Context: an optimization exercise on an open-source flow, tuned for small area, a short achievable clock period and few clock cycles per item. The choices shown serve that exercise and are no tape-out recipe. RTL that was checked went through simulation tests only; none was proved equivalent to the original. No driver is modelled on the clock port, so clock power and skew are understated where the tree is cut down; a real chip needs a root buffer or a tree. Power and IR drop assume default switching activity.

==> module subordinate, before the edit <==
module subordinate #(
    localparam DATA_WIDTH = 32,
    localparam ADDRESS_WIDTH = 4
) (
    input  axi_aclk_in,
    input  axi_aresetn_in,
    input  [ADDRESS_WIDTH-1:0] axi_awaddr_in,
    input  [2:0] axi_awprot_in,
    input  axi_awvalid_in,
    input  [DATA_WIDTH-1:0] axi_wdata_in,
    input  [ADDRESS_WIDTH-1:0] axi_wstrb_in,
    input  axi_wvalid_in,
    input  axi_bready_in,
    input  [ADDRESS_WIDTH-1:0] axi_araddr_in,
    input  [2:0] axi_arprot_in,
    input  axi_arvalid_in,
    input  axi_rready_in,
    output axi_awready_out,
    output axi_wready_out,
    output [1:0] axi_bresp_out,
    output axi_bvalid_out,
    output axi_arready_out,
    output [DATA_WIDTH-1:0] axi_rdata_out,
    output [1:0] axi_rresp_out,
    output axi_rvalid_out
);
    reg [4*DATA_WIDTH-1:0] regs;
    wire write = axi_awvalid_in && axi_wvalid_in && axi_bready_in;
    assign axi_awready_out = axi_wvalid_in && axi_bready_in;
    assign axi_wready_out  = axi_awvalid_in && axi_bready_in;
    wire [DATA_WIDTH-1:0] wd = axi_wdata_in & {DATA_WIDTH{axi_aresetn_in}};
    integer n, k;
    always @(posedge axi_aclk_in)
        for (n = 0; n < 4; n = n + 1)
            for (k = 0; k < DATA_WIDTH/8; k = k + 1)
                if (!axi_aresetn_in || (write && axi_awaddr_in[3:2] == n && axi_wstrb_in[k]))
                    regs[n*DATA_WIDTH+k*8+:8] <= wd[k*8+:8];
    reg bvalid;
    always @(posedge axi_aclk_in)
        if (!axi_aresetn_in)
            bvalid <= 1'b0;
        else if (axi_bready_in)
            bvalid <= write;
    assign axi_bvalid_out = bvalid;
    assign axi_bresp_out  = 2'b00;
    reg                  rvalid;
    reg [DATA_WIDTH-1:0] rdata;
    assign axi_arready_out = axi_rready_in;
    always @(posedge axi_aclk_in)
        if (!axi_aresetn_in)
            rvalid <= 1'b0;
        else if (axi_rready_in)
            rvalid <= axi_arvalid_in;
    always @(posedge axi_aclk_in)
        if (axi_rready_in)
            rdata <= regs[axi_araddr_in[3:2]*DATA_WIDTH+:DATA_WIDTH];
    assign axi_rvalid_out = rvalid;
    assign axi_rdata_out  = rdata;
    assign axi_rresp_out  = 2'b00;
endmodule
Settings: LEC_CHECK=0, CAP_MARGIN=20, CORE_MARGIN=2, CORE_UTILIZATION=40, SETUP_SLACK_MARGIN=1.1, SLEW_MARGIN=20; clock period 2.5 ns.
standard.sh (not shown) runs the stock make flow with config.mk's settings and CLKGATE_MAP_FILE= SYNTH_SCRIPT=/design/flow/synth_recipe.tcl, a recipe that flattens the netlist after the stock synthesis.
==> flow/flow/run.sh <==
#!/bin/bash
# Standard ORFS layout with two changes: plain buffers (instead of the
# default delay cells) on the ports, and a two-level clock tree built by
# flow/cts.tcl in place of TritonCTS: the clock port drives 2 sky130_fd_sc_hd__clkbuf_16,
# which drive 12 sky130_fd_sc_hd__clkbuf_8 leaf buffers, each driving one cluster of registers.
# ORFS logs stay under orfs/logs; make's output goes to flow_make.log.
set -euo pipefail
export BUFFER_PORTS_ARGS="-buffer_cell sky130_fd_sc_hd__buf_1"
export PRE_CTS_TCL="$(pwd)/flow/cts.tcl"
export MY_CTS_N1=2
export MY_CTS_CELL1=sky130_fd_sc_hd__clkbuf_16
export MY_CTS_N2=12
export MY_CTS_CELL2=sky130_fd_sc_hd__clkbuf_8

bash standard.sh > flow_make.log 2>&1
Other scripts of this flow, unchanged in this note and not shown: flow/flow/cts.tcl
Testbench counts at the start, summed over its fixed seeds: cycles 1,288, items 2,560.
Rerun with:
--- a/flow/design.v
+++ b/flow/design.v
@@ -26,7 +26,7 @@
 );
     reg [4*DATA_WIDTH-1:0] regs;
-    wire write = axi_awvalid_in && axi_wvalid_in && axi_bready_in;
-    assign axi_awready_out = axi_wvalid_in && axi_bready_in;
-    assign axi_wready_out  = axi_awvalid_in && axi_bready_in;
+    wire write = axi_awvalid_in && axi_wvalid_in;
+    assign axi_awready_out = axi_wvalid_in;
+    assign axi_wready_out  = axi_awvalid_in;
     wire [DATA_WIDTH-1:0] wd = axi_wdata_in & {DATA_WIDTH{axi_aresetn_in}};
     integer n, k;
@@ -36,22 +36,30 @@
                 if (!axi_aresetn_in || (write && axi_awaddr_in[3:2] == n && axi_wstrb_in[k]))
                     regs[n*DATA_WIDTH+k*8+:8] <= wd[k*8+:8];
-    reg bvalid;
+    reg       bvalid;
+    reg [2:0] bq;
+    wire      bslot = !bvalid || axi_bready_in;
     always @(posedge axi_aclk_in)
-        if (!axi_aresetn_in)
+        if (!axi_aresetn_in) begin
             bvalid <= 1'b0;
-        else if (axi_bready_in)
-            bvalid <= write;
+            bq     <= 3'd0;
+        end else if (bslot) begin
+            bvalid <= write || (bq != 3'd0);
+            bq     <= (bq != 3'd0) ? bq - 3'd1 + {2'b00, write} : 3'd0;
+        end else begin
+            bq     <= bq + {2'b00, write};
+        end
     assign axi_bvalid_out = bvalid;
     assign axi_bresp_out  = 2'b00;
     reg                  rvalid;
     reg [DATA_WIDTH-1:0] rdata;
-    assign axi_arready_out = axi_rready_in;
+    wire rslot = !rvalid || axi_rready_in;
+    assign axi_arready_out = rslot;
     always @(posedge axi_aclk_in)
         if (!axi_aresetn_in)
             rvalid <= 1'b0;
-        else if (axi_rready_in)
+        else if (rslot)
             rvalid <= axi_arvalid_in;
     always @(posedge axi_aclk_in)
-        if (axi_rready_in)
+        if (rslot)
             rdata <= regs[axi_araddr_in[3:2]*DATA_WIDTH+:DATA_WIDTH];
     assign axi_rvalid_out = rvalid;
Result: Routed wire length climbs by 10%; cell count goes up by 8.7%; synthesized area rose by 3.8%; critical path depth goes down by 2; worst hold slack gets worse by 0.034 ns; worst setup slack got worse by 0.022 ns; cell area is higher by 3.4%.
Testbench counts after the change, summed over its fixed seeds: cycles 1,288, items 2,560.
In every run of this note, the design's own scripts or RTL, not TritonCTS, make the clock network.

========
subordinate, a different RTL version from the one above (not shown whole).
Size: about 98 I/O pins, ~6400 µm² of cells after synthesis.
==> module subordinate, before the edit <==
module subordinate #(
    localparam DATA_WIDTH = 32,
    localparam ADDRESS_WIDTH = 4
) (
    input  axi_aclk_in,
    input  axi_aresetn_in,
    input  [ADDRESS_WIDTH-1:0] axi_awaddr_in,
    input  [2:0] axi_awprot_in,
    input  axi_awvalid_in,
    input  [DATA_WIDTH-1:0] axi_wdata_in,
    input  [ADDRESS_WIDTH-1:0] axi_wstrb_in,
    input  axi_wvalid_in,
    input  axi_bready_in,
    input  [ADDRESS_WIDTH-1:0] axi_araddr_in,
    input  [2:0] axi_arprot_in,
    input  axi_arvalid_in,
    input  axi_rready_in,
    output axi_awready_out,
    output axi_wready_out,
    output [1:0] axi_bresp_out,
    output axi_bvalid_out,
    output axi_arready_out,
    output [DATA_WIDTH-1:0] axi_rdata_out,
    output [1:0] axi_rresp_out,
    output axi_rvalid_out
);
    reg [4*DATA_WIDTH-1:0] regs;
    wire write = axi_awvalid_in && axi_wvalid_in;
    assign axi_awready_out = axi_wvalid_in;
    assign axi_wready_out  = axi_awvalid_in;
    wire [DATA_WIDTH-1:0] wd = axi_wdata_in & {DATA_WIDTH{axi_aresetn_in}};
    integer n, k;
    always @(posedge axi_aclk_in)
        for (n = 0; n < 4; n = n + 1)
            for (k = 0; k < DATA_WIDTH/8; k = k + 1)
                if (!axi_aresetn_in || (write && axi_awaddr_in[3:2] == n && axi_wstrb_in[k]))
                    regs[n*DATA_WIDTH+k*8+:8] <= wd[k*8+:8];
    reg       bvalid;
    reg [2:0] bq;
    wire      bslot  = !bvalid || axi_bready_in;
    wire [2:0] bq_inc = bq + 3'd1;
    wire [2:0] bq_dec = (bq == 3'd0) ? 3'd0 : bq - 3'd1;
    always @(posedge axi_aclk_in)
        if (!axi_aresetn_in) begin
            bvalid <= 1'b0;
            bq     <= 3'd0;
        end else begin
            if (bslot)
                bvalid <= write || (bq != 3'd0);
            case ({bslot, write})
            2'b00: bq <= bq;
            2'b01: bq <= bq_inc;
            2'b10: bq <= bq_dec;
            2'b11: bq <= bq;
            endcase
        end
    assign axi_bvalid_out = bvalid;
    assign axi_bresp_out  = 2'b00;
    reg                  rvalid;
    reg [DATA_WIDTH-1:0] rdata;
    assign axi_arready_out = axi_rready_in;
    always @(posedge axi_aclk_in)
        if (!axi_aresetn_in)
            rvalid <= 1'b0;
        else if (axi_rready_in)
            rvalid <= axi_arvalid_in;
    always @(posedge axi_aclk_in)
        if (axi_rready_in)
            rdata <= regs[axi_araddr_in[3:2]*DATA_WIDTH+:DATA_WIDTH];
    assign axi_rvalid_out = rvalid;
    assign axi_rdata_out  = rdata;
    assign axi_rresp_out  = 2'b00;
endmodule
clock: 2.5 ns
lec_check: 0
cap_margin: 20
core_margin: 2
core_utilization: 60
setup_slack_margin: 1.1
slew_margin: 20
Scripts as last shown in full above: flow/flow/run.sh
Other scripts of this flow, unchanged in this note and not shown: flow/flow/cts.tcl
The first run passed the timing, design-rule and antenna checks.
Next try:
--- a/flow/design.v
+++ b/flow/design.v
@@ -22,41 +22,28 @@
     output axi_arready_out,
     output [DATA_WIDTH-1:0] axi_rdata_out,
     output [1:0] axi_rresp_out,
     output axi_rvalid_out
 );
     reg [4*DATA_WIDTH-1:0] regs;
-    wire write = axi_awvalid_in && axi_wvalid_in;
-    assign axi_awready_out = axi_wvalid_in;
-    assign axi_wready_out  = axi_awvalid_in;
+    wire write = axi_awvalid_in && axi_wvalid_in && axi_bready_in;
+    assign axi_awready_out = axi_wvalid_in && axi_bready_in;
+    assign axi_wready_out  = axi_awvalid_in && axi_bready_in;
     wire [DATA_WIDTH-1:0] wd = axi_wdata_in & {DATA_WIDTH{axi_aresetn_in}};
     integer n, k;
     always @(posedge axi_aclk_in)
         for (n = 0; n < 4; n = n + 1)
             for (k = 0; k < DATA_WIDTH/8; k = k + 1)
                 if (!axi_aresetn_in || (write && axi_awaddr_in[3:2] == n && axi_wstrb_in[k]))
                     regs[n*DATA_WIDTH+k*8+:8] <= wd[k*8+:8];
-    reg       bvalid;
-    reg [2:0] bq;
-    wire      bslot  = !bvalid || axi_bready_in;
-    wire [2:0] bq_inc = bq + 3'd1;
-    wire [2:0] bq_dec = (bq == 3'd0) ? 3'd0 : bq - 3'd1;
+    reg bvalid;
     always @(posedge axi_aclk_in)
-        if (!axi_aresetn_in) begin
+        if (!axi_aresetn_in)
             bvalid <= 1'b0;
-            bq     <= 3'd0;
-        end else begin
-            if (bslot)
-                bvalid <= write || (bq != 3'd0);
-            case ({bslot, write})
-            2'b00: bq <= bq;
-            2'b01: bq <= bq_inc;
-            2'b10: bq <= bq_dec;
-            2'b11: bq <= bq;
-            endcase
-        end
+        else if (axi_bready_in)
+            bvalid <= write;
     assign axi_bvalid_out = bvalid;
     assign axi_bresp_out  = 2'b00;
     reg                  rvalid;
     reg [DATA_WIDTH-1:0] rdata;
     assign axi_arready_out = axi_rready_in;
     always @(posedge axi_aclk_in)
The new run ran to the end with no violations.
Worst setup slack stays flat.
Worst hold slack improved by 38 ps.
Fmax barely changes.
Power drops by a few percent.
Final cell count drops by a few percent.
Utilization climbs by 1.3 points.
Clock power drops by a few percent.
Testbench counts after the change, summed over its fixed seeds: cycles 1,288, items 2,560.
Only the layout flow was run in the first run of this note; the RTL was not checked for function there. In every run of this note, the design's own scripts or RTL, not TritonCTS, make the clock network.

========
## the baseline
subordinate, a different RTL version from the one above (not shown whole).
Size in the first run: about 170 flip-flops, about 98 I/O pins, ~6300 µm² of cells after synthesis.
==> module subordinate, before the edit <==
module subordinate #(
    localparam DATA_WIDTH = 32,
    localparam ADDRESS_WIDTH = 4
) (
    input  axi_aclk_in,
    input  axi_aresetn_in,
    input  [ADDRESS_WIDTH-1:0] axi_awaddr_in,
    input  [2:0] axi_awprot_in,
    input  axi_awvalid_in,
    input  [DATA_WIDTH-1:0] axi_wdata_in,
    input  [ADDRESS_WIDTH-1:0] axi_wstrb_in,
    input  axi_wvalid_in,
    input  axi_bready_in,
    input  [ADDRESS_WIDTH-1:0] axi_araddr_in,
    input  [2:0] axi_arprot_in,
    input  axi_arvalid_in,
    input  axi_rready_in,
    output axi_awready_out,
    output axi_wready_out,
    output [1:0] axi_bresp_out,
    output axi_bvalid_out,
    output axi_arready_out,
    output [DATA_WIDTH-1:0] axi_rdata_out,
    output [1:0] axi_rresp_out,
    output axi_rvalid_out
);
    reg [4*DATA_WIDTH-1:0] regs;
    wire write = axi_awvalid_in && axi_wvalid_in;
    assign axi_awready_out = axi_wvalid_in;
    assign axi_wready_out  = axi_awvalid_in;
    wire [DATA_WIDTH-1:0] wd = axi_wdata_in & {DATA_WIDTH{axi_aresetn_in}};
    integer n, k;
    always @(posedge axi_aclk_in)
        for (n = 0; n < 4; n = n + 1)
            for (k = 0; k < DATA_WIDTH/8; k = k + 1)
                if (!axi_aresetn_in || (write && axi_awaddr_in[3:2] == n && axi_wstrb_in[k]))
                    regs[n*DATA_WIDTH+k*8+:8] <= wd[k*8+:8];
    reg       bvalid;
    reg [2:0] bq;
    wire      bslot  = !bvalid || axi_bready_in;
    wire [2:0] bq_inc = bq + 3'd1;
    wire [2:0] bq_dec = (bq == 3'd0) ? 3'd0 : bq - 3'd1;
    always @(posedge axi_aclk_in)
        if (!axi_aresetn_in) begin
            bvalid <= 1'b0;
            bq     <= 3'd0;
        end else begin
            if (bslot)
                bvalid <= write || (bq != 3'd0);
            case ({bslot, write})
            2'b00: bq <= bq;
            2'b01: bq <= bq_inc;
            2'b10: bq <= bq_dec;
            2'b11: bq <= bq;
            endcase
        end
    assign axi_bvalid_out = bvalid;
    assign axi_bresp_out  = 2'b00;
    reg                  rvalid;
    reg [DATA_WIDTH-1:0] rdata;
    wire rslot = !rvalid || axi_rready_in;
    assign axi_arready_out = rslot;
    always @(posedge axi_aclk_in)
        if (!axi_aresetn_in)
            rvalid <= 1'b0;
        else if (rslot)
            rvalid <= axi_arvalid_in;
    always @(posedge axi_aclk_in)
        if (rslot)
            rdata <= regs[axi_araddr_in[3:2]*DATA_WIDTH+:DATA_WIDTH];
    assign axi_rvalid_out = rvalid;
    assign axi_rdata_out  = rdata;
    assign axi_rresp_out  = 2'b00;
endmodule
export LEC_CHECK = 0
export CAP_MARGIN = 20
export CORE_MARGIN = 2
export CORE_UTILIZATION = 40
export SETUP_SLACK_MARGIN = 1.1
export SLEW_MARGIN = 20
create_clock -name core_clock -period 2.5 [get_ports {axi_aclk_in}]
Scripts as last shown in full above: flow/flow/run.sh
Other scripts of this flow, unchanged in this note and not shown: flow/flow/cts.tcl
## Diff of input files: the candidate against the baseline
--- a/flow/design.v
+++ b/flow/design.v
@@ -56,19 +56,18 @@
         end
     assign axi_bvalid_out = bvalid;
     assign axi_bresp_out  = 2'b00;
     reg                  rvalid;
     reg [DATA_WIDTH-1:0] rdata;
-    wire rslot = !rvalid || axi_rready_in;
-    assign axi_arready_out = rslot;
+    assign axi_arready_out = axi_rready_in;
     always @(posedge axi_aclk_in)
         if (!axi_aresetn_in)
             rvalid <= 1'b0;
-        else if (rslot)
+        else if (axi_rready_in)
             rvalid <= axi_arvalid_in;
     always @(posedge axi_aclk_in)
-        if (rslot)
+        if (axi_rready_in)
             rdata <= regs[axi_araddr_in[3:2]*DATA_WIDTH+:DATA_WIDTH];
     assign axi_rvalid_out = rvalid;
     assign axi_rdata_out  = rdata;
     assign axi_rresp_out  = 2'b00;
 endmodule
--- outcome ---
Comparing the baseline with the candidate, the xor and xnor area share after synthesis came out essentially unchanged. On largest voltage drop on the vdd net, the baseline beats the candidate. Of the two values seen for slowest cell on the critical path, mux4_2 was produced by the baseline and nor3b_4 by the candidate. The candidate reports a lower final core utilization than the baseline does. Summary of the candidate over the baseline: final clock period utilization by the worst path shrank by 0.79 points; setup slack after layout grew by 0.020 ns; final cell count without fillers shrank by 6; number of well taps held steady; total wire length after detailed routing shrank by 0.96%. Any difference in multiplexer share of the synthesized area between the baseline and the candidate is small enough to ignore. Diff the baseline..the candidate | die area | negligible.
No functional check of the RTL was part of any run of this note. No run of this note takes its clock network from TritonCTS; it comes from the design's own scripts or RTL.

re-timing with driven ports:
No port has a modelled driver above. Below, the same layouts with a new extraction and two added sets of constraints.
Step 1, drivers: a clkbuf_16 drives axi_aclk_in and a buf_2 each remaining input, both assumed.
Step 2 also shifts input and output timing later by t, the mid clock arrival at the registers, as if the neighbouring blocks saw the same clock.
Three values: no drivers, after step 1, after step 2; two values: the first two.
run | t, ns | setup slack, ns | hold slack, ns | clock arrival spread, ns | pins driven straight from the clock port
the first run of note 1 | 0.358 | 1.110 / 1.055 / 0.804 | 0.450 / 0.415 / 0.512 | 0.058 / 0.057 | 2
the second run of note 1 | 0.368 | 1.089 / 1.031 / 0.780 | 0.416 / 0.383 / 0.537 | 0.038 / 0.038 | 2
the first run of note 2 | 0.354 | 1.108 / 1.082 / 0.785 | 0.454 / 0.468 / 0.553 | 0.029 / 0.029 | 2
the second run of note 2 | 0.351 | 1.109 / 1.081 / 0.803 | 0.492 / 0.469 / 0.492 | 0.030 / 0.030 | 2
the baseline | 0.353 | 1.060 / 1.062 / 0.733 | 0.403 / 0.371 / 0.507 | 0.072 / 0.072 | 2
the candidate | 0.367 | 1.080 / 1.060 / 0.752 | 0.441 / 0.408 / 0.509 | 0.052 / 0.052 | 2
After both steps setup and hold are still met in every run listed. For the candidate, which loses most, drivers alone change the setup slack by -0.020 ns; drivers and shift together by -0.328 ns.
